Background: an optimization exercise with open tools, aiming at small area, a short achievable clock period and few clock cycles per item. Do not read the settings as production practice. In this exercise RTL edits were held to simulation tests only and were not proved equivalent to the original.

**design/flow/constraint.sdc**
```tcl
create_clock -name core_clock -period 14.0 [get_ports {clock}]
set_input_delay 2.8000 -clock core_clock [delete_from_list [all_inputs] [get_ports {clock}]]
set_output_delay 2.8000 -clock core_clock [all_outputs]
set_load 0.01 [all_outputs]
```
**design/flow/config.mk**
```make
export PLATFORM = sky130hd
export DESIGN_NAME = chacha20
export DESIGN_NICKNAME = chacha20
export VERILOG_FILES = /design/flow/design.v
export SDC_FILE = /design/flow/constraint.sdc
export NUM_CORES = 8
export LEC_CHECK = 0
export CAP_MARGIN = 30
export CORE_MARGIN = 2
export CORE_UTILIZATION = 35
export CTS_CLUSTER_DIAMETER = 80
export CTS_CLUSTER_SIZE = 30
export SETUP_SLACK_MARGIN = 2
export SLEW_MARGIN = 20
```
**design/flow/flow/run.sh**
```bash
#!/bin/bash
# The standard layout, with the port buffers made from the smallest buffer cell.
set -euo pipefail
export BUFFER_PORTS_ARGS="-buffer_cell sky130_fd_sc_hd__buf_1"
bash standard.sh > standard_flow.log 2>&1
```
**design/flow/design.v**
```verilog
`default_nettype none
module chacha20(input wire clock,
                input wire reset,  
                input wire start,
                input  wire [255:0] key,
                input  wire [63:0] index,  
                input  wire [63:0] nonce,
                output reg done,
                output wire [511:0] out);
    function automatic [31:0] LE32(input [31:0] a);
        LE32 = {a[7:0], a[15:8], a[23:16], a[31:24]};
    endfunction
function automatic [31:0] ADD(input [31:0] a, input [31:0] b);
    reg [31:0] p, g, pp, gg, c;
    begin
    p = a ^ b; g = a & b; pp = p; gg = g;
    gg[31] = gg[31] | (pp[31] & gg[30]); pp[31] = pp[31] & pp[30];
    gg[29] = gg[29] | (pp[29] & gg[28]); pp[29] = pp[29] & pp[28];
    gg[27] = gg[27] | (pp[27] & gg[26]); pp[27] = pp[27] & pp[26];
    gg[25] = gg[25] | (pp[25] & gg[24]); pp[25] = pp[25] & pp[24];
    gg[23] = gg[23] | (pp[23] & gg[22]); pp[23] = pp[23] & pp[22];
    gg[21] = gg[21] | (pp[21] & gg[20]); pp[21] = pp[21] & pp[20];
    gg[19] = gg[19] | (pp[19] & gg[18]); pp[19] = pp[19] & pp[18];
    gg[17] = gg[17] | (pp[17] & gg[16]); pp[17] = pp[17] & pp[16];
    gg[15] = gg[15] | (pp[15] & gg[14]); pp[15] = pp[15] & pp[14];
    gg[13] = gg[13] | (pp[13] & gg[12]); pp[13] = pp[13] & pp[12];
    gg[11] = gg[11] | (pp[11] & gg[10]); pp[11] = pp[11] & pp[10];
    gg[9] = gg[9] | (pp[9] & gg[8]); pp[9] = pp[9] & pp[8];
    gg[7] = gg[7] | (pp[7] & gg[6]); pp[7] = pp[7] & pp[6];
    gg[5] = gg[5] | (pp[5] & gg[4]); pp[5] = pp[5] & pp[4];
    gg[3] = gg[3] | (pp[3] & gg[2]); pp[3] = pp[3] & pp[2];
    gg[1] = gg[1] | (pp[1] & gg[0]); pp[1] = pp[1] & pp[0];
    gg[31] = gg[31] | (pp[31] & gg[29]); pp[31] = pp[31] & pp[29];
    gg[30] = gg[30] | (pp[30] & gg[29]); pp[30] = pp[30] & pp[29];
    gg[27] = gg[27] | (pp[27] & gg[25]); pp[27] = pp[27] & pp[25];
    gg[26] = gg[26] | (pp[26] & gg[25]); pp[26] = pp[26] & pp[25];
    gg[23] = gg[23] | (pp[23] & gg[21]); pp[23] = pp[23] & pp[21];
    gg[22] = gg[22] | (pp[22] & gg[21]); pp[22] = pp[22] & pp[21];
    gg[19] = gg[19] | (pp[19] & gg[17]); pp[19] = pp[19] & pp[17];
    gg[18] = gg[18] | (pp[18] & gg[17]); pp[18] = pp[18] & pp[17];
    gg[15] = gg[15] | (pp[15] & gg[13]); pp[15] = pp[15] & pp[13];
    gg[14] = gg[14] | (pp[14] & gg[13]); pp[14] = pp[14] & pp[13];
    gg[11] = gg[11] | (pp[11] & gg[9]); pp[11] = pp[11] & pp[9];
    gg[10] = gg[10] | (pp[10] & gg[9]); pp[10] = pp[10] & pp[9];
    gg[7] = gg[7] | (pp[7] & gg[5]); pp[7] = pp[7] & pp[5];
    gg[6] = gg[6] | (pp[6] & gg[5]); pp[6] = pp[6] & pp[5];
    gg[3] = gg[3] | (pp[3] & gg[1]); pp[3] = pp[3] & pp[1];
    gg[2] = gg[2] | (pp[2] & gg[1]); pp[2] = pp[2] & pp[1];
    gg[31] = gg[31] | (pp[31] & gg[27]); pp[31] = pp[31] & pp[27];
    gg[30] = gg[30] | (pp[30] & gg[27]); pp[30] = pp[30] & pp[27];
    gg[29] = gg[29] | (pp[29] & gg[27]); pp[29] = pp[29] & pp[27];
    gg[28] = gg[28] | (pp[28] & gg[27]); pp[28] = pp[28] & pp[27];
    gg[23] = gg[23] | (pp[23] & gg[19]); pp[23] = pp[23] & pp[19];
    gg[22] = gg[22] | (pp[22] & gg[19]); pp[22] = pp[22] & pp[19];
    gg[21] = gg[21] | (pp[21] & gg[19]); pp[21] = pp[21] & pp[19];
    gg[20] = gg[20] | (pp[20] & gg[19]); pp[20] = pp[20] & pp[19];
    gg[15] = gg[15] | (pp[15] & gg[11]); pp[15] = pp[15] & pp[11];
    gg[14] = gg[14] | (pp[14] & gg[11]); pp[14] = pp[14] & pp[11];
    gg[13] = gg[13] | (pp[13] & gg[11]); pp[13] = pp[13] & pp[11];
    gg[12] = gg[12] | (pp[12] & gg[11]); pp[12] = pp[12] & pp[11];
    gg[7] = gg[7] | (pp[7] & gg[3]); pp[7] = pp[7] & pp[3];
    gg[6] = gg[6] | (pp[6] & gg[3]); pp[6] = pp[6] & pp[3];
    gg[5] = gg[5] | (pp[5] & gg[3]); pp[5] = pp[5] & pp[3];
    gg[4] = gg[4] | (pp[4] & gg[3]); pp[4] = pp[4] & pp[3];
    gg[31] = gg[31] | (pp[31] & gg[23]); pp[31] = pp[31] & pp[23];
    gg[30] = gg[30] | (pp[30] & gg[23]); pp[30] = pp[30] & pp[23];
    gg[29] = gg[29] | (pp[29] & gg[23]); pp[29] = pp[29] & pp[23];
    gg[28] = gg[28] | (pp[28] & gg[23]); pp[28] = pp[28] & pp[23];
    gg[27] = gg[27] | (pp[27] & gg[23]); pp[27] = pp[27] & pp[23];
    gg[26] = gg[26] | (pp[26] & gg[23]); pp[26] = pp[26] & pp[23];
    gg[25] = gg[25] | (pp[25] & gg[23]); pp[25] = pp[25] & pp[23];
    gg[24] = gg[24] | (pp[24] & gg[23]); pp[24] = pp[24] & pp[23];
    gg[15] = gg[15] | (pp[15] & gg[7]); pp[15] = pp[15] & pp[7];
    gg[14] = gg[14] | (pp[14] & gg[7]); pp[14] = pp[14] & pp[7];
    gg[13] = gg[13] | (pp[13] & gg[7]); pp[13] = pp[13] & pp[7];
    gg[12] = gg[12] | (pp[12] & gg[7]); pp[12] = pp[12] & pp[7];
    gg[11] = gg[11] | (pp[11] & gg[7]); pp[11] = pp[11] & pp[7];
    gg[10] = gg[10] | (pp[10] & gg[7]); pp[10] = pp[10] & pp[7];
    gg[9] = gg[9] | (pp[9] & gg[7]); pp[9] = pp[9] & pp[7];
    gg[8] = gg[8] | (pp[8] & gg[7]); pp[8] = pp[8] & pp[7];
    gg[31] = gg[31] | (pp[31] & gg[15]); pp[31] = pp[31] & pp[15];
    gg[30] = gg[30] | (pp[30] & gg[15]); pp[30] = pp[30] & pp[15];
    gg[29] = gg[29] | (pp[29] & gg[15]); pp[29] = pp[29] & pp[15];
    gg[28] = gg[28] | (pp[28] & gg[15]); pp[28] = pp[28] & pp[15];
    gg[27] = gg[27] | (pp[27] & gg[15]); pp[27] = pp[27] & pp[15];
    gg[26] = gg[26] | (pp[26] & gg[15]); pp[26] = pp[26] & pp[15];
    gg[25] = gg[25] | (pp[25] & gg[15]); pp[25] = pp[25] & pp[15];
    gg[24] = gg[24] | (pp[24] & gg[15]); pp[24] = pp[24] & pp[15];
    gg[23] = gg[23] | (pp[23] & gg[15]); pp[23] = pp[23] & pp[15];
    gg[22] = gg[22] | (pp[22] & gg[15]); pp[22] = pp[22] & pp[15];
    gg[21] = gg[21] | (pp[21] & gg[15]); pp[21] = pp[21] & pp[15];
    gg[20] = gg[20] | (pp[20] & gg[15]); pp[20] = pp[20] & pp[15];
    gg[19] = gg[19] | (pp[19] & gg[15]); pp[19] = pp[19] & pp[15];
    gg[18] = gg[18] | (pp[18] & gg[15]); pp[18] = pp[18] & pp[15];
    gg[17] = gg[17] | (pp[17] & gg[15]); pp[17] = pp[17] & pp[15];
    gg[16] = gg[16] | (pp[16] & gg[15]); pp[16] = pp[16] & pp[15];
    c = {gg[30:0], 1'b0};
    ADD = p ^ c;
    end
endfunction
    localparam CONST = 128'h657870616e642033322d62797465206b;
    wire [511:0] init = {CONST, key, LE32(index[31:0]), LE32(index[63:32]), nonce};
    reg [4:0] i;  
    reg [31:0] y [0:15];  
    wire [31:0] xi [0:15];
    wire [31:0] h [0:15];
    wire ld = start;
    wire fa = i == 5'd19;
    genvar j;
    generate for (j = 0; j < 16; j = j + 1) begin: g_init
        assign xi[j] = LE32(init[511 - 32*j -: 32]);
    end endgenerate
    generate for (j = 0; j < 4; j = j + 1) begin: g_h2
        wire [31:0] a2 = ADD(y[j], y[4+j]);
        wire [31:0] t2 = y[12+j] ^ a2;
        wire [31:0] d2 = {t2[23:0], t2[31:24]};
        wire [31:0] c2 = ADD(y[8+j], d2);
        wire [31:0] t3 = y[4+j] ^ c2;
        wire [31:0] b2 = {t3[24:0], t3[31:25]};
        assign h[     (4-j)%4] = a2;
        assign h[4 +  (5-j)%4] = b2;
        assign h[8 +  (6-j)%4] = c2;
        assign h[12 + (7-j)%4] = d2;
    end endgenerate
    generate for (j = 0; j < 4; j = j + 1) begin: g_h1
        wire [31:0] ai = ld ? xi[j]    : h[j];
        wire [31:0] bi = ld ? xi[4+j]  : fa ? xi[j] : h[4+j];
        wire [31:0] ci = ld ? xi[8+j]  : h[8+j];
        wire [31:0] di = ld ? xi[12+j] : h[12+j];
        wire [31:0] s1 = ADD(ai, bi);
        wire [31:0] t0 = di ^ s1;
        wire [31:0] d1 = {t0[15:0], t0[31:16]};
        wire [31:0] s2 = ADD(ci, (fa ? xi[8+j] : d1));
        wire [31:0] t1 = bi ^ s2;
        wire [31:0] b1 = {t1[19:0], t1[31:20]};
        wire [31:0] fb = ADD(h[4+j], xi[4+j]);
        wire [31:0] fd = ADD(h[12+j], xi[12+j]);
        always @(posedge clock) begin
            y[j]    <= s1;
            y[4+j]  <= fa ? fb : b1;
            y[8+j]  <= s2;
            y[12+j] <= fa ? fd : d1;
        end
    end endgenerate
    always @(posedge clock) begin
        if (i != 5'd20) i <= i + 5'd1;
        if (start) i <= 5'd0;
        done <= fa;
        if (reset) begin
            i <= 5'd20;
            done <= 1'b0;
        end
    end
    generate for (j = 0; j < 16; j = j + 1) begin: g_out
        assign out[511 - 32*j -: 32] = LE32(y[j]);
    end endgenerate
endmodule
```
**design/flow/standard.sh**
```bash
#!/bin/bash
# synth_recipe.tcl (not shown) runs the flow's synth.tcl, then flattens the netlist and writes it again
# the make line also repeats each setting of config.mk as NAME=value (left out here)
make -C /OpenROAD-flow-scripts/flow DESIGN_CONFIG=/design/flow/config.mk WORK_HOME=/design/flow/orfs CLKGATE_MAP_FILE= SYNTH_SCRIPT=/design/flow/synth_recipe.tcl "${@:-finish}"
```
==> results of run 1 <==
[path summary, 6_finish.rpt]
kind	slack, ps	cells past startpoint	endpoint	startpoint
setup / recovery	2140	47	y[4][10]	y[5][0]
setup reg to reg	2140	47	y[4][10]	y[5][0]
hold / removal	580	2	i[4]	i[4]
hold reg to reg	580	2	i[4]	i[4]
[metal layers]
layer / wire, µm / global-route usage
met1: 136000 / 0.546
met2: 147000 / 0.644
met3: 38400 / 0.105
met4: 32000 / 0.318
met5: 255 / 0
[placed cells by master, fill, tap and decap left out, types with 48 or more instances in the layout]
| cell type | Yosys | routed |
|---|---|---|
| a21o_1 | 247 | 246 |
| a21oi_1 | 420 | 387 |
| a22o_1 | 49 | 48 |
| buf_1 | 42 | 898 |
| buf_4 | 0 | 212 |
| clkbuf_16 | 0 | 57 |
| dfxtp_1 | 518 | 511 |
| fa_1 | 120 | 110 |
| ha_1 | 722 | 718 |
| inv_1 | 311 | 308 |
| mux2i_1 | 153 | 152 |
| nand2_1 | 506 | 498 |
| nand2b_1 | 59 | 58 |
| nand3_1 | 61 | 59 |
| nor2_1 | 525 | 506 |
| nor2b_1 | 61 | 56 |
| nor3_1 | 93 | 89 |
| o21a_1 | 118 | 117 |
| o21ai_0 | 320 | 304 |
| or2_2 | 55 | 55 |
| xnor2_1 | 572 | 512 |
| xnor2_2 | 8 | 60 |
| xor2_1 | 475 | 419 |
| xor2_2 | 1 | 49 |
[through the flow]
step / setup slack, ps / utilization / TNS [ps] / area, µm²
global placement: -591 / 0.395 / -3800 / 59400
detailed placement: -483 / 0.396 / -1680 / 59500
finish: 2140 / 0.428 / 0 / 64300
CTS: 1970 / 0.417 / 0 / 62600
global route: 1920 / 0.428 / 0 / 64200
floorplan: 3420 / - / 0 / 53100
[synthesized netlist by cell type, types with 11 or more instances]
library cell | instances | area [µm²]
clkbuf_1 | 116 | 435
o21ai_1 | 24 | 120
o31ai_1 | 32 | 240
nand2b_1 | 59 | 369
nor2b_1 | 61 | 382
and4_1 | 20 | 175
a21o_1 | 247 | 1850
buf_1 | 42 | 158
or3_1 | 30 | 188
o22ai_1 | 13 | 81.3
a31oi_1 | 30 | 188
nand2_1 | 506 | 1900
a21boi_0 | 22 | 165
nand4_1 | 34 | 213
xnor2_1 | 572 | 5010
mux2_2 | 46 | 518
o21a_1 | 118 | 886
o211ai_1 | 24 | 180
fa_1 | 120 | 2400
o2111ai_1 | 11 | 96.3
and2_1 | 27 | 169
o21bai_1 | 48 | 360
nor2_1 | 525 | 1970
o21ai_0 | 320 | 1600
or2_2 | 55 | 344
a21oi_1 | 420 | 2100
dfxtp_1 | 518 | 10400
nor3_1 | 93 | 465
nand3_1 | 61 | 305
mux2i_1 | 153 | 1530
xor2_1 | 475 | 4160
xnor3_1 | 17 | 383
inv_1 | 311 | 1170
a31o_2 | 16 | 140
o22a_1 | 44 | 385
a211oi_1 | 28 | 210
a22o_1 | 49 | 429
and3_1 | 37 | 231
o21ba_2 | 11 | 110
ha_1 | 722 | 9030
[area by class of cell]
type,count,area [µm²],area share
repair buffers,1121,5150,0.0801
flip-flops and latches,518,10400,0.162
clock inverters,40,526,0.00818
clock buffers,62,1470,0.0228
well taps,2016,2520,0.0392
diodes,42,105,0.00164
multi-input cells,5264,42900,0.668
inverters,312,1180,0.0183
[cell families (layout without fill, tap and decap cells)]
logic type | Yosys count | after routing
buffers and inverters | 472 | 1535
DFF | 518 | 518
adders and majority gates | 842 | 842
other | 0 | 42
and+or+nand+nor | 1543 | 1543
AOI/OAI and AO/OA | 1602 | 1602
xor gates and xnor gates | 1078 | 1078
muxes | 199 | 199
[repair_timing]
item	CTS	global route
buffers inserted	32	56
pin swaps	36	102
hold buffers	0	0
setup endpoints to repair	168	136
resized for setup	158	195
[worst register-to-register path, delay by kind of cell (launching register included)]
kind	cells	cell delay (ps)
AO/OA/AOI/OAI	23	4200
XOR/XNOR	8	3310
adder cells (fa/ha/maj)	6	2210
AND/OR/NAND/NOR	7	1210
flip-flops	1	430
buffers and inverters	3	390
[sequential cells by signal (all words and copies together) (netlist names)]
signal,cells
y,512
i,5
done,1
==> reports/results.tsv, run 1 <==
metric	value	unit
status	complete, no violations	
muxShareOfSynthArea	0.0386	
grt_start_max_net_pins	117	
synth.distinct_cells	101	
nets	8502	
synth_edf_count	0	
crit_type	flip-flop to flip-flop	
vias	56720	
arrival	12520	ps
cts_max_level	2	
dieArea	155000	µm²
cts_root_buf	clkbuf_16	
first_global_vias	52444	
crit_top_cell	xor2_2	
rsz0062_at_grt	true	
syn-cell-area	53100	µm²
syn_nets	7483	
die_h	393	µm
crit_slowest_cell	xor2_1	
clk_latency	740	ps
ys_ff_latch	518	
dp_cells	9138	
dp_hpwl	308000	µm
tightest_slew	1210	ps
cp-start-kind	flip-flop	
cp.required	14650	ps
fillers	15519	
cts_tree	done	
route.detailed.drc	0	
synth_compound_area_frac	0.201	
hold_viol_final	0	
setup_viol	0	
fin_crit_sh	0.847	
vias_per_cell	6.05	
initial_core_util	0.354	
max_cap_violations	0	
gp_congestion	1.10	
fmaxAchievable	0.0843	GHz
yosys.area_share.simple	0.132	
grt_first_pass_wirelength	458000	µm
drv_slew	0	
first_pass_iters	8	
grt_usage	0.434	
fin_hold_ws	577	ps
synth_ff_type	dfxtp_1	
fp-row-count	142	
max_stage_delay	940	ps
clk_path_buf_depth	3	
layout-drive-gt1-share	0.109	
grt-ovfl-total	0	
fin_crit	11860	ps
synth_seq_area_share	0.195	
postRouteAntennaNets	0	
critPathCaptureType	flip-flop	
port_buffers	899	
finalClockSkew	62.1	ps
antenna_found_initial	67	
post_drt_wl_per_cell	37.7	µm
routed_wl	354000	µm
area_delta_synth_final	21.1	%
io_pins	900	
synth-warning-count	2	
relSlewSlack	0.184	
synthCells	6254	
synth_top_family_by_area	adder cells	
worstPathMaxFanout	6	
layout.cells.non_filler	9375	
clock_sinks	518	
hp-class	flip-flop to flip-flop	
die_w	393	µm
synth_xor_area_frac	0.185	
clk_pin_slew	90	ps
core	150000	µm²
crit_family	compound AO/OA/AOI/OAI gates	
async_reset_ff_frac	0	
path_buf_inv	3	
synthAdderAreaFrac	0.215	
drt_iter0_drc	7597	
syn_area_per_cell	8.49	µm²
numCtsBuffers	56	
Testbench counts, summed over its fixed seeds: cycles 5,376, blocks 256.
==> run 2: changes to the inputs <==
--- a/design/flow/config.mk
+++ b/design/flow/config.mk
@@ -6,5 +6,5 @@
 export NUM_CORES = 8
 export LEC_CHECK = 0
-export CAP_MARGIN = 30
+export CAP_MARGIN = 10
 export CORE_MARGIN = 2
 export CORE_UTILIZATION = 35
@@ -12,3 +12,3 @@
 export CTS_CLUSTER_SIZE = 30
 export SETUP_SLACK_MARGIN = 2
-export SLEW_MARGIN = 20
+export SLEW_MARGIN = 10
==> run 2 against run 1 <==
Largest cell class unchanged. Fmax grew 0.48%. Cell count shrank 0.27%. Synthesized cell count is the same. Setup slack gained 56 ps. First-iteration DRC count shrank 5.4%. Sequential share of layout area is essentially flat. Die area is the same. Routed wire length shrank 0.21%. Non-clock buffer count shrank 26. Utilization is essentially flat. Synthesized area is the same.
==> reports/results.tsv, run 2 <==
metric	value	unit	change
status	complete, no violations		
synth_ff_type	dfxtp_1		
fp-row-count	142		unchanged
utilization	0.428		about the same
initial_core_util	0.354		unchanged
fin_crit	11810	ps	-56.4 ps
finalSetupTns	0	ps	unchanged
cts_root_buf	clkbuf_16		
cts_max_level	2		unchanged
max_cap_violations	0		unchanged
post_drt_wl_per_cell	37.8	µm	about the same
reg2reg_setup_slack	2190	ps	+60 ps
worstPathMaxFanout	5		-1
synth_seq_area_share	0.195		unchanged
syn-cell-area	53100	µm²	unchanged
cp-start-kind	flip-flop		
drv_slew	0		unchanged
worst_slack	2190	ps	+56.4 ps
core	150000	µm²	unchanged
cts_hold_buffers	0		unchanged
hold_viol_final	0		unchanged
vias_per_cell	6.06		about the same
synth_edf_count	0		unchanged
dp_cells	9121		-0.19%
first_pass_iters	6		-2
area_delta_synth_final	21.0	%	about the same
clock_sinks	518		unchanged
final_area	64200	µm²	about the same
yosysTopAreaCellShare	0.195		unchanged
synth.distinct_cells	101		unchanged
fin_crit_sh	0.843		-0.00403
route.detailed.drc	0		unchanged
worstHoldStart	i[4]		
die_h	393	µm	unchanged
regMostFlops	y		
crit_type	flip-flop to flip-flop		
regArea	10400	µm²	about the same
yosys.area.top_type	dfxtp_1		
rsz0062_at_grt	false		
first_global_vias	52562		+0.23%
reg.largest.list	y: 512 flops, i: 5 flops, done: 1 flops		
arrival	12420	ps	-100 ps
grt-ovfl-total	0		unchanged
hold_end	i[4]		
synth-warning-count	2		unchanged
place_area	59400	µm²	-0.22%
grt_first_pass_wirelength	459000	µm	+0.18%
dp_slack	-448	ps	+35.5 ps
layout.cells.non_filler	9350		-0.27%
die_w	393	µm	unchanged
hp-class	flip-flop to flip-flop		
postRouteAntennaNets	0		unchanged
async_reset_ff_frac	0		unchanged
io_pins	900		unchanged
antenna_found_initial	63		-6.0%
clk_latency	740	ps	about the same
crit_slowest_cell	fa_1		
hold_depth	2		unchanged
fin_hold_ws	579	ps	+1.49 ps
grt_usage	0.434		about the same
setup_viol	0		unchanged
synthCells	6254		unchanged
syn_area_per_cell	8.49	µm²	unchanged
drt_iter0_drc	7186		-5.4%
relSlewSlack	0.0570		-0.127
max_stage_delay	970	ps	+30 ps
r2r_end	y[5][2]		
dieArea	155000	µm²	unchanged
fmaxAchievable	0.0847	GHz	+0.48%
synth_commonest_cells	ha_1 (722), xnor2_1 (572), nor2_1 (525)		
yosysMostFrequentCell	ha_1		
syn_nets	7483		unchanged
cp.required	14610	ps	-40 ps
ys_ff_latch	518		unchanged
routed_wl	353000	µm	-0.21%
port_buffers	899		unchanged
multiInputGateArea	43000	µm²	+0.17%
layout_commonest_cell	buf_1		
clk_pin_slew	90	ps	about the same
vias	56618		-0.18%
numCtsBuffers	59		+5.4%
fillers	15485		-0.22%
largest_reg_flops	512		unchanged
tightest_slew	1400	ps	+190 ps
nets	8479		-0.27%
finalClockSkew	56.5	ps	-5.68 ps
grt_start_max_net_pins	117		unchanged
rr_startpoint	y[4][0]		
critPathCaptureType	flip-flop		
synth.area.top_cells	dfxtp_1 (20%), ha_1 (17%), xnor2_1 (9.4%)		
layout-drive-gt1-share	0.106		-0.00236
clk_path_buf_depth	3		unchanged
gp_congestion	1.10		unchanged
r2r_cells	43		-8.5%
final_cell_mix	buf_1 (898), ha_1 (718), dfxtp_1 (510), xnor2_1 (509), nor2_1 (507)		
cts_tree	done		
dp_hpwl	308000	µm	about the same
run 2: changes by cell type in the layout (fill, tap and decap cells not counted), moves of 5 or more:
cell	before	now
buf_4	212	189
o21ai_1	29	35
o21ai_0	304	299
diode_2	42	33
run 2: kinds of logic (layout without fill, tap and decap cells):
group | Yosys count | count (layout) | synth area share
AO/OA/AOI/OAI | 1602 | 1602 | 0.201
XOR/XNOR | 1078 | 1078 | 0.185
adder cells (fa/ha/maj) | 842 | 842 | 0.215
buffers and inverters | 472 | 1519 | 0.0334
flip-flops | 518 | 518 | 0.195
multiplexers | 199 | 199 | 0.0386
other | 0 | 33 | 0
AND/OR/NAND/NOR | 1543 | 1543 | 0.132
run 2: cell type report:
type	count	area share
clock buffers	62	0.0235
inverters	312	0.0183
flip-flops and latches	518	0.162
diodes	33	0.00129
well taps	2016	0.0393
multi-input cells	5264	0.670
repair buffers	1095	0.0769
clock inverters	50	0.00956
run 2: timing repair:
| action | CTS | global route |
|---|---|---|
| gates resized for setup | 159 | 202 |
| endpoints found under the setup margin | 169 | 138 |
| pin swaps | 43 | 107 |
| hold endpoints to repair | 0 | 0 |
| setup buffers | 32 | 52 |
run 2: metal layers:
metal  global-route usage  up-vias  share of wire  wire length (µm)
met5                    0        -        0.00046               163
met1                0.549    27720           0.38            136000
met3               0.0988      981           0.11             37900
met4                0.326       26          0.091             32100
met2                0.643     3874           0.42            147000
li1                     -    24017              -                 -
run 2: how the worst max path moves through the flow:
stage	start	to	slack [ps]	depth (start not counted)
after floorplan	y[4][5]	y[5][11]	3420	53
after global placement	y[5][0]	y[4][11]	-590	51
after detailed placement	y[5][0]	y[4][11]	-450	51
after CTS	y[5][0]	y[4][11]	1980	51
after global routing	y[7][0]	y[6][10]	1900	57
final	y[4][0]	y[5][2]	2190	43
run 2: critical path: cells and delay by family, from the launching register on:
kind / cells / cell delay, ps
AO/OA/AOI/OAI: 21 / 4950
adder cells (fa/ha/maj): 7 / 2850
AND/OR/NAND/NOR: 7 / 1900
XOR/XNOR: 5 / 1260
flip-flops: 1 / 410
buffers and inverters: 3 / 290
==> run 3: changes to the inputs <==
--- a/design/flow/config.mk
+++ b/design/flow/config.mk
@@ -11,4 +11,4 @@
 export CTS_CLUSTER_DIAMETER = 80
 export CTS_CLUSTER_SIZE = 30
-export SETUP_SLACK_MARGIN = 2
+export SETUP_SLACK_MARGIN = 3
 export SLEW_MARGIN = 10
==> run 3 against run 2 <==
Critical path depth rose by 11. Cell area is 5.7% higher. Setup slack better by 400 ps. Synthesized area unchanged. Still clean on timing, DRC and antenna. Highest routed layer unchanged. Utilization increased by 2.5 points. Fmax rose by 3.5%. Via count rose by 1.7%.
==> reports/results.tsv, run 3 <==
metric	value	unit	change
status	complete, no violations		
cp-start-kind	flip-flop		
area_delta_synth_final	28.0	%	
antenna_found_initial	60		-4.8%
async_reset_ff_frac	0		unchanged
vias	57572		+1.7%
die_h	393	µm	unchanged
layout_commonest_cell	buf_1		
rsz0062_at_grt	true		
layout-drive-gt1-share	0.171		+0.0645
dieArea	155000	µm²	unchanged
fp-row-count	142		unchanged
drt_iter0_drc	6895		-4.0%
hp-class	flip-flop to flip-flop		
r2r_end	y[4][10]		
ys_ff_latch	518		unchanged
max_stage_delay	450	ps	-520 ps
utilization	0.452		+0.0246
vias_per_cell	6.03		-0.48%
first_global_vias	53707		+2.2%
clock_sinks	518		unchanged
nets	8683		+2.4%
synth.area.top_cells	dfxtp_1 (20%), ha_1 (17%), xnor2_1 (9.4%)		
dp_cells	9121		unchanged
die_w	393	µm	unchanged
yosysMostFrequentCell	ha_1		
synth_commonest_cells	ha_1 (722), xnor2_1 (572), nor2_1 (525)		
synth_seq_area_share	0.195		unchanged
syn_nets	7483		unchanged
clk_path_buf_depth	3		unchanged
grt_usage	0.438		+0.00401
cts_max_level	2		unchanged
fillers	15191		-1.9%
hold_depth	2		unchanged
rr_startpoint	y[5][0]		
reg2reg_setup_slack	2590	ps	+400 ps
synth_edf_count	0		unchanged
grt_start_max_net_pins	117		unchanged
route.detailed.drc	0		unchanged
post_drt_wl_per_cell	37.4	µm	-1.0%
finalClockSkew	51.5	ps	-4.98 ps
layout.cells.non_filler	9553		+2.2%
synth.distinct_cells	101		unchanged
core	150000	µm²	unchanged
largest_reg_flops	512		unchanged
synth_ff_type	dfxtp_1		
crit_slowest_cell	xor2_2		
dp_hpwl	308000	µm	unchanged
cts_tree	done		
initial_core_util	0.354		unchanged
routed_wl	357000	µm	+1.1%
cts_root_buf	clkbuf_16		
synth-warning-count	2		unchanged
fin_hold_ws	579	ps	-0.0240 ps
fmaxAchievable	0.0877	GHz	+3.5%
relSlewSlack	0.0320		-0.0250
fin_crit_sh	0.815		-0.0285
regMostFlops	y		
drv_slew	0		unchanged
syn_area_per_cell	8.49	µm²	unchanged
reg.largest.list	y: 512 flops, i: 5 flops, done: 1 flops		
first_pass_iters	6		unchanged
clk_latency	740	ps	about the same
hold_viol_final	0		unchanged
hold_end	i[4]		
max_cap_violations	0		unchanged
final_cell_mix	buf_1 (898), ha_1 (685), nand2_1 (493), dfxtp_1 (489), nor2_1 (482)		
yosys.area.top_type	dfxtp_1		
grt-ovfl-total	0		unchanged
numCtsBuffers	59		unchanged
cp.required	14640	ps	+30 ps
clk_pin_slew	90	ps	about the same
gp_congestion	1.10		unchanged
postRouteAntennaNets	0		unchanged
synthCells	6254		unchanged
r2r_cells	54		+26%
io_pins	900		unchanged
critPathCaptureType	flip-flop		
tightest_slew	1440	ps	+37.2 ps
yosysTopAreaCellShare	0.195		unchanged
arrival	12050	ps	-370 ps
cts_hold_buffers	0		unchanged
port_buffers	899		unchanged
crit_top_cell	buf_4		
grt_first_pass_wirelength	464000	µm	+1.1%
finalSetupTns	0	ps	unchanged
worstPathMaxFanout	5		unchanged
syn-cell-area	53100	µm²	unchanged
fin_crit	11410	ps	-400 ps
setup_viol	0		unchanged
worstHoldStart	i[4]		
crit_type	flip-flop to flip-flop		
run 3: cell counts after synthesis:
No cell type changed its count.
run 3: layout make-up:
| cell class | instances | area [µm²] | share of cell area |
|---|---|---|---|
| diodes | 32 | 80.1 | 0.00118 |
| clock buffers | 62 | 1510 | 0.0222 |
| clock inverters | 50 | 614 | 0.00904 |
| inverters | 312 | 1180 | 0.0174 |
| multi-input cells | 5264 | 45000 | 0.663 |
| flip-flops and latches | 518 | 10400 | 0.153 |
| well taps | 2016 | 2520 | 0.0371 |
| repair buffers | 1299 | 6590 | 0.0970 |
run 3: cells by family after synthesis:
kind of cell,Yosys count,synth area share
flip-flops,518,0.195
multiplexers,199,0.0386
buffers and inverters,472,0.0334
adder cells (fa/ha/maj),842,0.215
AND/OR/NAND/NOR,1543,0.132
AO/OA/AOI/OAI,1602,0.201
XOR/XNOR,1078,0.185
run 3: worst max path at each step:
stage / start / to / slack, ps / cells after the start
finish: y[5][0] / y[4][10] / 2590 / 54
detailed placement: y[5][0] / y[4][11] / -450 / 51
floorplan: y[4][5] / y[5][11] / 3420 / 53
global placement: y[5][0] / y[4][11] / -590 / 51
global route: y[1][0] / y[12][15] / 2400 / 63
CTS: y[1][0] / y[4][10] / 2830 / 55
run 3: per-layer routing:
| metal | wire (µm) | up-vias | track usage |
|---|---|---|---|
| met5 | 258 | - | 0 |
| met4 | 33600 | 40 | 0.334 |
| met3 | 38400 | 1076 | 0.104 |
| met2 | 148000 | 3854 | 0.648 |
| met1 | 137000 | 28237 | 0.550 |
| li1 | - | 24365 | - |
run 3: metrics by stage:
stage	area, µm²	worst slack, ps
global placement	59400	-591
finish	67900	2590
floorplan	53100	3420
detailed placement	59400	-448
CTS	65400	2830
global route	67900	2400
run 3: timing repair:
action / in CTS / in global routing
endpoints found under the setup margin: 242 / 155
buffers inserted: 181 / 107
pin swaps: 208 / 214
resized for setup: 466 / 312
run 3: worst max-delay path, delay by kind of cell, from the launching register on:
kind | cells | cell delay [ps]
flip-flops | 1 | 390
adder cells (fa/ha/maj) | 7 | 2110
XOR/XNOR | 7 | 1570
buffers and inverters | 8 | 990
AO/OA/AOI/OAI | 23 | 4710
AND/OR/NAND/NOR | 9 | 1500
==> run 4: changes to the inputs <==
--- a/design/flow/config.mk
+++ b/design/flow/config.mk
@@ -11,4 +11,5 @@
 export CTS_CLUSTER_DIAMETER = 80
 export CTS_CLUSTER_SIZE = 30
-export SETUP_SLACK_MARGIN = 3
+export GPL_TIMING_DRIVEN = 0
+export SETUP_SLACK_MARGIN = 2.5
 export SLEW_MARGIN = 10
==> run 4 against run 3 <==
Critical path type unchanged. Setup slack worse by 380 ps. Clock skew fell by 12 ps. Routed wire length increased by 22%. Hold slack gained 17 ps. The layout now fails its checks (capacitance limit, slew limit). Critical path depth shrank 6. Critical endpoint is now y[6][27]. Synthesized area unchanged. Clock-buffer cell count is the same.
==> reports/results.tsv, run 4 <==
metric	value	unit	change
grt_first_pass_wirelength	543000	µm	+17%
worstHoldStart	i[4]		
nets	8781		+1.1%
reg.largest.list	y: 512 flops, i: 5 flops, done: 1 flops		
port_buffers	899		unchanged
postRouteAntennaNets	0		unchanged
drv_slew	11		+11
hold_depth	2		unchanged
finalSetupTns	0	ps	unchanged
syn-cell-area	53100	µm²	unchanged
dieArea	155000	µm²	unchanged
clk_path_buf_depth	3		unchanged
drt_iter0_drc	9235		+34%
use_met2	0.735		+0.0870
arrival	12380	ps	+330 ps
syn_nets	7483		unchanged
dp_hpwl	370000	µm	+20%
cts_root_buf	clkbuf_16		
cp-start-kind	flip-flop		
max_stage_delay	780	ps	+330 ps
gp_congestion	1.13		+2.7%
layout.cells.non_filler	9671		+1.2%
relSlewSlack	-0.0198		-0.0519
so_faults	capacitance limit, slew limit		
synth_seq_area_share	0.195		unchanged
fin_hold_ws	596	ps	+17.4 ps
fin_crit	11780	ps	+378 ps
path_depth	48		-11%
setup_viol	0		unchanged
cts_tree	done		
rsz0062_at_grt	true		
synth.distinct_cells	101		unchanged
routed_wl	435000	µm	+22%
core	150000	µm²	unchanged
clock_sinks	518		unchanged
status	finished with violations		
path_buf_inv	4		-4
dp_cells	9192		+0.78%
grt_start_max_net_pins	21		-82%
layout-drive-gt1-share	0.187		+0.0158
die_h	393	µm	unchanged
synth.area.top_cells	dfxtp_1 (20%), ha_1 (17%), xnor2_1 (9.4%)		
synth_edf_count	0		unchanged
io_pins	900		unchanged
hold_viol_final	0		unchanged
rr_startpoint	y[7][5]		
yosys.area.top_type	dfxtp_1		
worstPathMaxFanout	4		-1
area_delta_synth_final	32.5	%	
synth_commonest_cells	ha_1 (722), xnor2_1 (572), nor2_1 (525)		
crit_type	flip-flop to flip-flop		
fmaxAchievable	0.0849	GHz	-3.2%
grt-ovfl-total	0		unchanged
synth_ff_type	dfxtp_1		
numCtsBuffers	58		-1.7%
synth-warning-count	2		unchanged
cts_max_level	2		unchanged
first_pass_iters	5		-1
first_global_vias	55456		+3.3%
fp-row-count	142		unchanged
clk_latency	760	ps	+20 ps
ys_ff_latch	518		unchanged
crit_family	compound AO/OA/AOI/OAI gates		
initial_core_util	0.354		unchanged
top_usage_layer	met2		
vias	62084		+7.8%
syn_area_per_cell	8.49	µm²	unchanged
async_reset_ff_frac	0		unchanged
clk_pin_slew	90	ps	about the same
route.detailed.drc	0		unchanged
hp-class	flip-flop to flip-flop		
synthCells	6254		unchanged
largest_reg_flops	512		unchanged
post_drt_wl_per_cell	45.0	µm	+20%
antenna_found_initial	105		+75%
critPathCaptureType	flip-flop		
met1_usage	0.678		+0.128
cp.required	14600	ps	-40 ps
max_cap_violations	2		+2
fin_crit_sh	0.842		+0.0270
vias_per_cell	6.42		+6.5%
tightest_slew	1530	ps	+88.1 ps
final_cell_mix	buf_1 (912), ha_1 (681), nand2_1 (487), nor2_1 (486), dfxtp_1 (469)		
yosysTopAreaCellShare	0.195		unchanged
fillers	15018		-1.1%
r2r_cells	48		-11%
use_met3	0.164		+0.0600
yosysMostFrequentCell	ha_1		
regMostFlops	y		
cp-startpoint	y[7][5]		
utilization	0.469		+0.0162
die_w	393	µm	unchanged
crit_slowest_cell	xnor2_2		
finalClockSkew	39.0	ps	-12.5 ps
layout_commonest_cell	buf_1		
grt_usage	0.532		+0.0941
[run 4: cell types whose count changed in the layout (fill, tap and decap cells not counted), sizes merged]
cell	change
buf	-17
clkbuf	+113
clkdlybuf4s15	+3
clkinvlp	-3
diode	+23
inv	-1
[run 4: path summary, 6_finish.rpt]
kind | to | slack (ps)
worst max register to register | y[6][27] | 2220
worst min register to register | i[4] | 600
worst min-delay path | i[4] | 600
worst max-delay path | y[6][27] | 2220
[run 4: worst reg2reg max path: cells and delay by family (launching register included)]
family | cells | cell delay, ps
XOR/XNOR | 5 | 2080
AND/OR/NAND/NOR | 11 | 2080
flip-flops | 1 | 460
AO/OA/AOI/OAI | 21 | 4120
adder cells (fa/ha/maj) | 7 | 2360
buffers and inverters | 4 | 550
[run 4: per-stage QoR]
stage / instance area [µm²] / worst slack [ps]
detailed placement: 59700 / -2960
global route: 70200 / 2150
CTS: 67300 / 2390
global placement: 59000 / -4410
finish: 70400 / 2220
floorplan: 53100 / 3420
[run 4: what timing repair did]
action,4_1_cts,5_1_grt
hold buffers,0,0
pin swaps,218,265
gates resized for setup,670,371
setup buffers,200,115
setup endpoints to repair,323,137
[run 4: final cells by class]
cell class / instances / area (µm²) / share of cell area
Clock inverter: 46 / 608 / 0.00864
Tap cell: 2016 / 2520 / 0.0359
Sequential cell: 518 / 10500 / 0.149
Timing Repair Buffer: 1238 / 6480 / 0.0920
Multi-Input combinational cell: 5264 / 46700 / 0.664
Buffer: 160 / 766 / 0.0109
Clock buffer: 62 / 1500 / 0.0213
Antenna cell: 55 / 138 / 0.00196
Inverter: 312 / 1180 / 0.0168
[run 4: metal layers]
layer / part of all wire / vias up
met5: 0.00075 / -
met4: 0.10 / 52
met3: 0.13 / 1503
li1: - / 24605
met2: 0.39 / 5506
met1: 0.38 / 30418
[run 4: kinds of logic after synthesis]
kind of cell	share of synthesized area
AND/OR/NAND/NOR	0.132
AO/OA/AOI/OAI	0.201
XOR/XNOR	0.185
adder cells (fa/ha/maj)	0.215
buffers and inverters	0.0334
multiplexers	0.0386
flip-flops	0.195
==> run 5: changes to the inputs <==
--- a/design/flow/config.mk
+++ b/design/flow/config.mk
@@ -11,5 +11,4 @@
 export CTS_CLUSTER_DIAMETER = 80
 export CTS_CLUSTER_SIZE = 30
-export GPL_TIMING_DRIVEN = 0
 export SETUP_SLACK_MARGIN = 2.5
 export SLEW_MARGIN = 10
==> run 5 against run 4 <==
Now clean on timing, DRC and antenna. Sequential share of layout area grew 0.87 points. Utilization shrank 2.9 points. Non-clock buffer count shrank 217. Synthesized area is the same. Clock skew grew 15 ps. Register-to-register slack gained 340 ps. Critical endpoint is now y[4][10]. Highest routed layer unchanged.
==> reports/results.tsv, run 5 <==
metric	value	unit	change
synth-warning-count	2		unchanged
syn_area_per_cell	8.49	µm²	unchanged
first_pass_iters	8		+3
grt_usage	0.436		-0.0966
dieArea	155000	µm²	unchanged
drt_iter0_drc	6796		-26%
postRouteAntennaNets	0		unchanged
layout-drive-gt1-share	0.138		-0.0490
ys_ff_latch	518		unchanged
synth_commonest_cells	ha_1 (722), xnor2_1 (572), nor2_1 (525)		
synth_ff_type	dfxtp_1		
final_cell_mix	buf_1 (898), ha_1 (695), dfxtp_1 (500), nor2_1 (499), nand2_1 (492)		
cts_max_level	2		unchanged
antenna_found_initial	60		-43%
max_cap_violations	0		-2
largest_reg_flops	512		unchanged
area_delta_synth_final	24.3	%	
reg.largest.list	y: 512 flops, i: 5 flops, done: 1 flops		
drv_slew	0		-11
finalClockSkew	54.4	ps	+15.4 ps
dp_cells	9121		-0.77%
die_w	393	µm	unchanged
tightest_slew	1430	ps	-102 ps
worstHoldStart	i[4]		
relSlewSlack	0.0411		+0.0609
fin_crit_sh	0.817		-0.0242
async_reset_ff_frac	0		unchanged
grt-ovfl-total	0		unchanged
status	complete, no violations		
layout_commonest_cell	buf_1		
yosysTopAreaCellShare	0.195		unchanged
fillers	15345		+2.2%
cts_root_buf	clkbuf_16		
cp-start-kind	flip-flop		
synthCells	6254		unchanged
grt_start_max_net_pins	117		+460%
syn_nets	7483		unchanged
setup_viol	0		unchanged
die_h	393	µm	unchanged
hp-class	flip-flop to flip-flop		
fp-row-count	142		unchanged
numCtsBuffers	59		+1.7%
crit_type	flip-flop to flip-flop		
io_pins	900		unchanged
vias	57117		-8.0%
worstPathMaxFanout	5		+1
synth_seq_area_share	0.195		unchanged
gp_congestion	1.10		-2.6%
syn-cell-area	53100	µm²	unchanged
clk_latency	750	ps	about the same
reg2reg_setup_slack	2560	ps	+340 ps
synth.area.top_cells	dfxtp_1 (20%), ha_1 (17%), xnor2_1 (9.4%)		
fin_crit	11440	ps	-339 ps
initial_core_util	0.354		unchanged
vias_per_cell	6.05		-5.7%
clk_pin_slew	90	ps	about the same
cp-startpoint	y[5][3]		
first_global_vias	52979		-4.5%
fmaxAchievable	0.0874	GHz	+3.0%
synth_edf_count	0		unchanged
port_buffers	899		unchanged
synth.distinct_cells	101		unchanged
routed_wl	355000	µm	-18%
crit_slowest_cell	dfxtp_1		
dp_hpwl	308000	µm	-17%
clock_sinks	518		unchanged
route.detailed.drc	0		unchanged
hold_viol_final	0		unchanged
nets	8565		-2.5%
utilization	0.440		-0.0291
finalSetupTns	0	ps	unchanged
critPathCaptureType	flip-flop		
rsz0062_at_grt	true		
yosysMostFrequentCell	ha_1		
grt_first_pass_wirelength	460000	µm	-15%
clk_path_buf_depth	3		unchanged
core	150000	µm²	unchanged
rr_startpoint	y[5][3]		
max_stage_delay	530	ps	-250 ps
arrival	12090	ps	-290 ps
yosys.area.top_type	dfxtp_1		
post_drt_wl_per_cell	37.6	µm	-16%
cp.required	14640	ps	+40 ps
regMostFlops	y		
layout.cells.non_filler	9440		-2.4%
cts_tree	done		
run 5: worst max-delay path: cells and delay by family, from the launching register on:
kind | cells | cell delay [ps]
flops | 1 | 530
buf+inv | 4 | 690
compound gates | 28 | 6090
xor+xnor | 8 | 1370
fa+ha+maj | 5 | 1510
simple gates | 7 | 1180
run 5: cell families (layout without fill, tap and decap cells):
group           Yosys count  in the layout  synth area share
simple gates           1543           1543             0.132
flops                   518            518             0.195
compound gates         1602           1602             0.201
xor+xnor               1078           1078             0.185
fa+ha+maj               842            842             0.215
mux                     199            199            0.0386
other cells               0             37                 0
buf+inv                 472           1605            0.0334
run 5: worst paths after layout:
path              end  depth (start not counted)
max reg2reg  y[4][10]                         52
max          y[4][10]                         52
min              i[4]                          2
min reg2reg      i[4]                          2
run 5: metrics by stage:
step / hold WS (ps) / cell area [µm²] / setup WS (ps)
global route: 622 / 65900 / 2280
floorplan: 545 / 53100 / 3420
CTS: 579 / 63700 / 2510
detailed placement: 557 / 59400 / -448
global placement: 556 / 59400 / -591
finish: 578 / 66000 / 2560
run 5: metal layers:
metal	track usage	routed length, µm
met5	0	479
met1	0.550	136000
met4	0.330	33200
met3	0.100	38500
met2	0.644	147000
run 5: final cells by class:
type                            count  area, µm²  share of cell area
Tap cell                         2016       2520              0.0382
Inverter                          312       1180              0.0179
Timing Repair Buffer             1181       5620              0.0851
Clock inverter                     50        614             0.00931
Antenna cell                       37       92.6             0.00140
Clock buffer                       62       1510              0.0228
Sequential cell                   518      10400               0.158
Multi-Input combinational cell   5264      44100               0.668
run 5: repair_timing:
action                     in CTS  in global routing
setup endpoints to repair     216                150
gates resized for setup       283                281
setup buffers                  79                 91
hold buffers                    0                  0
pin swaps                      91                201
==> run 6: changes to the inputs <==
--- a/design/flow/config.mk
+++ b/design/flow/config.mk
@@ -9,6 +9,7 @@
 export CORE_MARGIN = 2
 export CORE_UTILIZATION = 35
-export CTS_CLUSTER_DIAMETER = 80
+export CTS_CLUSTER_DIAMETER = 60
 export CTS_CLUSTER_SIZE = 30
+export PLACE_DENSITY = 0.7
 export SETUP_SLACK_MARGIN = 2.5
 export SLEW_MARGIN = 10
==> run 6 against run 5 <==
Largest cell class unchanged. Critical path type unchanged. Utilization grew 0.37 points. Hold slack improved by 5.5 ps. Still clean on timing, DRC and antenna. Non-clock buffer count shrank 55. Highest routed layer unchanged.
==> reports/results.tsv, run 6 <==
metric	value	unit	change
layout_commonest_cell	buf_1		
syn-cell-area	53100	µm²	unchanged
first_global_vias	52465		-0.97%
numCtsBuffers	86		+46%
final_cell_mix	buf_1 (898), ha_1 (701), nor2_1 (504), dfxtp_1 (499), nand2_1 (496)		
core	150000	µm²	unchanged
synthCells	6254		unchanged
antenna_found_initial	65		+8.3%
hp-class	flip-flop to flip-flop		
layout.cells.non_filler	9429		-0.12%
io_pins	900		unchanged
crit_top_cell	nor2_1		
critPathCaptureType	flip-flop		
fin_crit	11380	ps	-66.2 ps
worstPathMaxFanout	5		unchanged
drt_iter0_drc	8010		+18%
finalClockSkew	32.9	ps	-21.4 ps
syn_area_per_cell	8.49	µm²	unchanged
async_reset_ff_frac	0		unchanged
grt_first_pass_wirelength	459000	µm	-0.18%
synth.distinct_cells	101		unchanged
rsz0062_at_grt	true		
initial_core_util	0.354		unchanged
cts_root_buf	clkbuf_16		
synth.area.top_cells	dfxtp_1 (20%), ha_1 (17%), xnor2_1 (9.4%)		
crit_slowest_cell	nor2_1		
tightest_slew	1300	ps	-133 ps
arrival	11990	ps	-100 ps
grt_start_max_net_pins	130		+11%
grt-ovfl-total	0		unchanged
yosysMostFrequentCell	ha_1		
relSlewSlack	0.130		+0.0893
setup_viol	0		unchanged
synth-warning-count	2		unchanged
cp.required	14610	ps	-30 ps
hold_viol_final	0		unchanged
die_w	393	µm	unchanged
regMostFlops	y		
max_cap_violations	0		unchanged
clk_latency	740	ps	about the same
yosys.area.top_type	dfxtp_1		
largest_reg_flops	512		unchanged
postRouteAntennaNets	0		unchanged
area_delta_synth_final	25.4	%	
max_stage_delay	570	ps	+40 ps
dp_cells	9088		-0.36%
cts_tree	done		
cp-start-kind	flip-flop		
synth_commonest_cells	ha_1 (722), xnor2_1 (572), nor2_1 (525)		
synth_edf_count	0		unchanged
gp_congestion	1.08		-1.8%
cts_max_level	3		+1
first_pass_iters	6		-2
dp_hpwl	308000	µm	+0.16%
vias_per_cell	6.06		+0.12%
fin_crit_sh	0.813		-0.00473
fin_hold_ws	584	ps	+5.53 ps
reg.largest.list	y: 512 flops, i: 5 flops, done: 1 flops		
clock_sinks	518		unchanged
dieArea	155000	µm²	unchanged
route.detailed.drc	0		unchanged
crit_type	flip-flop to flip-flop		
synth_seq_area_share	0.195		unchanged
fp-row-count	142		unchanged
die_h	393	µm	unchanged
post_drt_wl_per_cell	37.8	µm	+0.42%
status	complete, no violations		
ys_ff_latch	518		unchanged
yosysTopAreaCellShare	0.195		unchanged
clk_path_buf_depth	3		unchanged
syn_nets	7483		unchanged
fmaxAchievable	0.0879	GHz	+0.58%
vias	57119		+0.0035%
clk_pin_slew	70	ps	-20 ps
nets	8537		-0.33%
port_buffers	899		unchanged
synth_ff_type	dfxtp_1		
routed_wl	356000	µm	+0.30%
grt_usage	0.436		about the same
layout-drive-gt1-share	0.135		-0.00260
drv_slew	0		unchanged
[run 6: changes by cell type in the layout (fill, tap and decap cells not counted), sizes merged]
cell / change
clkinv: -3
inv: +8
clkbuf: +40
diode: -5
bufinv: +4
buf: -55
[run 6: layer usage]
| layer | track usage | part of all wire | vias up |
|---|---|---|---|
| met5 | 0 | 0.00035 | - |
| met4 | 0.328 | 0.094 | 18 |
| met3 | 0.110 | 0.11 | 1047 |
| met2 | 0.638 | 0.41 | 4108 |
| met1 | 0.551 | 0.38 | 27799 |
| li1 | - | - | 24147 |
[run 6: logic make-up after synthesis]
group	count (synthesis)	share of synthesized area
compound gates	1602	0.201
xor+xnor	1078	0.185
fa+ha+maj	842	0.215
buf+inv	472	0.0334
flops	518	0.195
mux	199	0.0386
simple gates	1543	0.132
[run 6: worst paths after layout]
kind | start | endpoint | slack [ps] | cells after the start
max | y[4][5] | y[5][1] | 2620 | 48
min | i[3] | i[3] | 580 | 2
max reg2reg | y[4][5] | y[5][1] | 2620 | 48
min reg2reg | i[3] | i[3] | 580 | 2
[run 6: area by class of cell]
class / instances / area, µm²
Fill cell: 15125 / 83600
Sequential cell: 518 / 10400
Antenna cell: 32 / 80.1
Multi-Input combinational cell: 5264 / 44100
Inverter: 312 / 1180
Timing Repair Buffer: 1126 / 5150
Clock inverter: 59 / 754
Clock buffer: 102 / 2380
Tap cell: 2016 / 2520
[run 6: stage by stage]
stage	setup slack [ps]	instance area, µm²	util	setup TNS (ps)
3_3_place_gp	-526	59100	0.394	-2080
4_1_cts	2460	64200	0.428	0
5_1_grt	2390	66500	0.443	0
6_report	2620	66600	0.443	0
3_5_place_dp	-443	59100	0.394	-1200
2_1_floorplan	3420	53100	-	0
[run 6: repair_timing]
action,CTS,global route
endpoints found under the hold margin,0,0
gates resized for setup,275,281
setup buffers,55,93
hold buffers,0,0
endpoints found under the setup margin,222,150
pin swaps,62,187
[run 6: critical path: cells and delay by family (launching register included)]
kind,cells,cell delay [ps]
AOI/OAI and AO/OA,26,5490
and+or+nand+nor,11,2510
xor gates and xnor gates,6,1330
adders and majority gates,4,1280
DFF,1,440
buffers and inverters,1,160
==> run 7: changes to the inputs <==
==> design/flow/flow/run.sh (replaced) <==
#!/bin/bash
# The standard layout, with the port buffers made from the smallest buffer cell,
# and power recovery (downsizing of gates off the critical paths) after global routing.
set -euo pipefail
export BUFFER_PORTS_ARGS="-buffer_cell sky130_fd_sc_hd__buf_1"
export RECOVER_POWER=100
bash standard.sh > standard_flow.log 2>&1
--- a/design/flow/config.mk
+++ b/design/flow/config.mk
@@ -9,7 +9,6 @@
 export CORE_MARGIN = 2
 export CORE_UTILIZATION = 35
-export CTS_CLUSTER_DIAMETER = 60
+export CTS_CLUSTER_DIAMETER = 80
 export CTS_CLUSTER_SIZE = 30
-export PLACE_DENSITY = 0.7
-export SETUP_SLACK_MARGIN = 2.5
+export SETUP_SLACK_MARGIN = 2
 export SLEW_MARGIN = 10
==> run 7 against run 6 <==
The layout now fails its checks (capacitance limit, slew limit). Die area unchanged. Utilization decreased by 1.7 points. Via count decreased by 0.81%. Register-to-register slack got worse by 1400 ps.
==> reports/results.tsv, run 7 <==
metric	value	unit	change
first_pass_iters	5		-1
synth_seq_area_share	0.195		unchanged
synth.distinct_cells	101		unchanged
syn_nets	7483		unchanged
hold_viol_final	0		unchanged
crit_top_cell	ha_1		
worstPathMaxFanout	5		unchanged
grt_first_pass_wirelength	459000	µm	-0.17%
grt_start_max_net_pins	117		-10%
synth_xor_area_frac	0.185		unchanged
muxShareOfSynthArea	0.0386		unchanged
fillers	15516		+2.6%
post_drt_wl_per_cell	37.8	µm	about the same
syn_area_per_cell	8.49	µm²	unchanged
gp_congestion	1.10		+1.9%
first_global_vias	52562		+0.18%
cp-start-kind	flip-flop		
reg.largest.list	y: 512 flops, i: 5 flops, done: 1 flops		
synth_top_family_by_area	adder cells		
hp-class	flip-flop to flip-flop		
arrival	13350	ps	+1360 ps
drt_iter0_drc	7201		-10%
yosysTopAreaCellShare	0.195		unchanged
port_buffers	899		unchanged
ys_ff_latch	518		unchanged
critPathCaptureType	flip-flop		
layout-drive-gt1-share	0.100		-0.0351
synthAdderAreaFrac	0.215		unchanged
status	finished with violations		
clk_path_buf_depth	3		unchanged
yosysMostFrequentCell	ha_1		
synthCells	6254		unchanged
utilization	0.426		-0.0170
largest_reg_flops	512		unchanged
finalClockSkew	55.1	ps	+22.2 ps
synth_ff_type	dfxtp_1		
initial_core_util	0.354		unchanged
finalSetupTns	0	ps	unchanged
yosys.area_share.simple	0.132		unchanged
clock_sinks	518		unchanged
grt-ovfl-total	0		unchanged
synth-warning-count	2		unchanged
cts_hold_buffers	0		unchanged
crit_slowest_cell	xor2_1		
synth_commonest_cells	ha_1 (722), xnor2_1 (572), nor2_1 (525)		
vias_per_cell	6.06		about the same
vias	56656		-0.81%
syn-cell-area	53100	µm²	unchanged
clk_pin_slew	90	ps	+20 ps
cp.required	14580	ps	-30 ps
route.detailed.drc	0		unchanged
path_buf_inv	4		+3
synth.area.top_cells	dfxtp_1 (20%), ha_1 (17%), xnor2_1 (9.4%)		
synth_compound_area_frac	0.201		unchanged
routed_wl	353000	µm	-0.87%
cts_tree	done		
setup_viol	0		unchanged
die_w	393	µm	unchanged
so_faults	capacitance limit, slew limit		
fp-row-count	142		unchanged
cts_max_level	2		-1
yosys.area.top_type	dfxtp_1		
cts_root_buf	clkbuf_16		
layout_commonest_cell	buf_1		
antenna_found_initial	63		-3.1%
nets	8479		-0.68%
regMostFlops	y		
crit_type	flip-flop to flip-flop		
async_reset_ff_frac	0		unchanged
crit_family	compound AO/OA/AOI/OAI gates		
numCtsBuffers	59		-31%
fmaxAchievable	0.0783	GHz	-11%
dieArea	155000	µm²	unchanged
relSlewSlack	-1.23		-1.36
max_cap_violations	1		+1
io_pins	900		unchanged
grt_usage	0.434		-0.00193
fin_crit	12770	ps	+1400 ps
postRouteAntennaNets	0		unchanged
rsz0062_at_grt	false		
clk_latency	740	ps	about the same
die_h	393	µm	unchanged
max_stage_delay	750	ps	+180 ps
fin_crit_sh	0.912		+0.0997
final_cell_mix	buf_1 (870), ha_1 (718), dfxtp_1 (516), xnor2_1 (513), nor2_1 (509)		
tightest_slew	3340	ps	+2040 ps
area_delta_synth_final	20.6	%	
synth_edf_count	0		unchanged
dp_hpwl	308000	µm	-0.16%
core	150000	µm²	unchanged
drv_slew	64		+64
-- run 7: worst paths after layout --
kind	from	endpoint	slack [ps]	cells after the start
worst max register to register	y[5][0]	y[4][11]	1230	50
worst min-delay path	i[4]	i[4]	580	2
worst min register to register	i[4]	i[4]	580	2
worst max-delay path	y[5][0]	y[4][11]	1230	50
-- run 7: per-stage QoR --
step	setup slack, ps	hold WS (ps)	std cells	instance area, µm²
floorplan	3420	545	6254	53100
global placement	-591	556	9121	59400
detailed placement	-448	557	9121	59400
CTS	1980	579	9265	62600
global route	915	622	9332	63900
finish	1230	578	9350	64000
-- run 7: routing by layer --
| metal | vias up | track usage | wire [µm] |
|---|---|---|---|
| met5 | - | 0 | 152 |
| met2 | 3914 | 0.643 | 147000 |
| met1 | 27694 | 0.549 | 136000 |
| li1 | 24032 | - | - |
| met3 | 992 | 0.0988 | 37900 |
| met4 | 24 | 0.326 | 32000 |
-- run 7: kinds of logic (layout without fill, tap and decap cells) --
| kind of cell | after synthesis | after routing |
|---|---|---|
| other | 0 | 33 |
| buffers and inverters | 472 | 1519 |
| muxes | 199 | 199 |
| DFF | 518 | 518 |
| and+or+nand+nor | 1543 | 1543 |
| xor gates and xnor gates | 1078 | 1078 |
| AOI/OAI and AO/OA | 1602 | 1602 |
| adders and majority gates | 842 | 842 |
-- run 7: what timing repair did --
action,in CTS,in global routing
setup buffers,32,52
pin swaps,43,107
gates resized for setup,159,202
setup endpoints to repair,169,138
-- run 7: cell type report --
type / instances / area, µm² / share of cell area
Tap cell: 2016 / 2520 / 0.0394
Multi-Input combinational cell: 5264 / 42800 / 0.669
Antenna cell: 33 / 82.6 / 0.00129
Inverter: 312 / 1180 / 0.0184
Sequential cell: 518 / 10400 / 0.162
Clock inverter: 50 / 614 / 0.00960
Clock buffer: 62 / 1510 / 0.0236
Timing Repair Buffer: 1095 / 4880 / 0.0763
-- run 7: tightest hold or removal path, delay by kind of cell (launching register included) --
family,cells,cell delay (ps)
XOR/XNOR,1,120
AO/OA/AOI/OAI,1,100
flip-flops,1,340

==> afterwards: timing with drivers on the ports <==
How much do the figures lean on ideal ports? The routed layouts below were timed once more, with nothing changed but the port constraints.
Step 1: set_driving_cell puts a clkbuf_16 on clock and a buf_2 on each other input, an assumption about the parent block.
Step 2 also shifts input and output timing later by t, the mid clock arrival at the registers, as if the neighbouring blocks saw the same clock.
a / b / c = no drivers / after step 1 / after step 2; a / b = the first two.
run	t (ns)	slack for setup (ns)	worst hold slack (ns)	worst slew at a driven data input, ns
run 1	0.799	2.138 / 2.138 / 2.138	0.577 / 0.577 / 0.577	0.23
run 2	0.803	2.194 / 2.194 / 2.194	0.579 / 0.579 / 0.579	0.25
run 3	0.806	2.594 / 2.594 / 2.594	0.579 / 0.579 / 0.579	0.25
run 4	0.835	2.217 / 2.217 / 1.451	0.596 / 0.596 / 0.596	0.20
run 5	0.811	2.556 / 2.556 / 2.556	0.578 / 0.578 / 0.578	0.26
run 6	0.809	2.622 / 2.622 / 2.622	0.584 / 0.584 / 0.584	0.21
run 7	0.800	1.226 / 1.226 / 1.001	0.578 / 0.578 / 0.578	0.26
For run 4, which loses most, drivers alone change the setup slack by 0.000 ns; drivers and shift together by -0.766 ns.
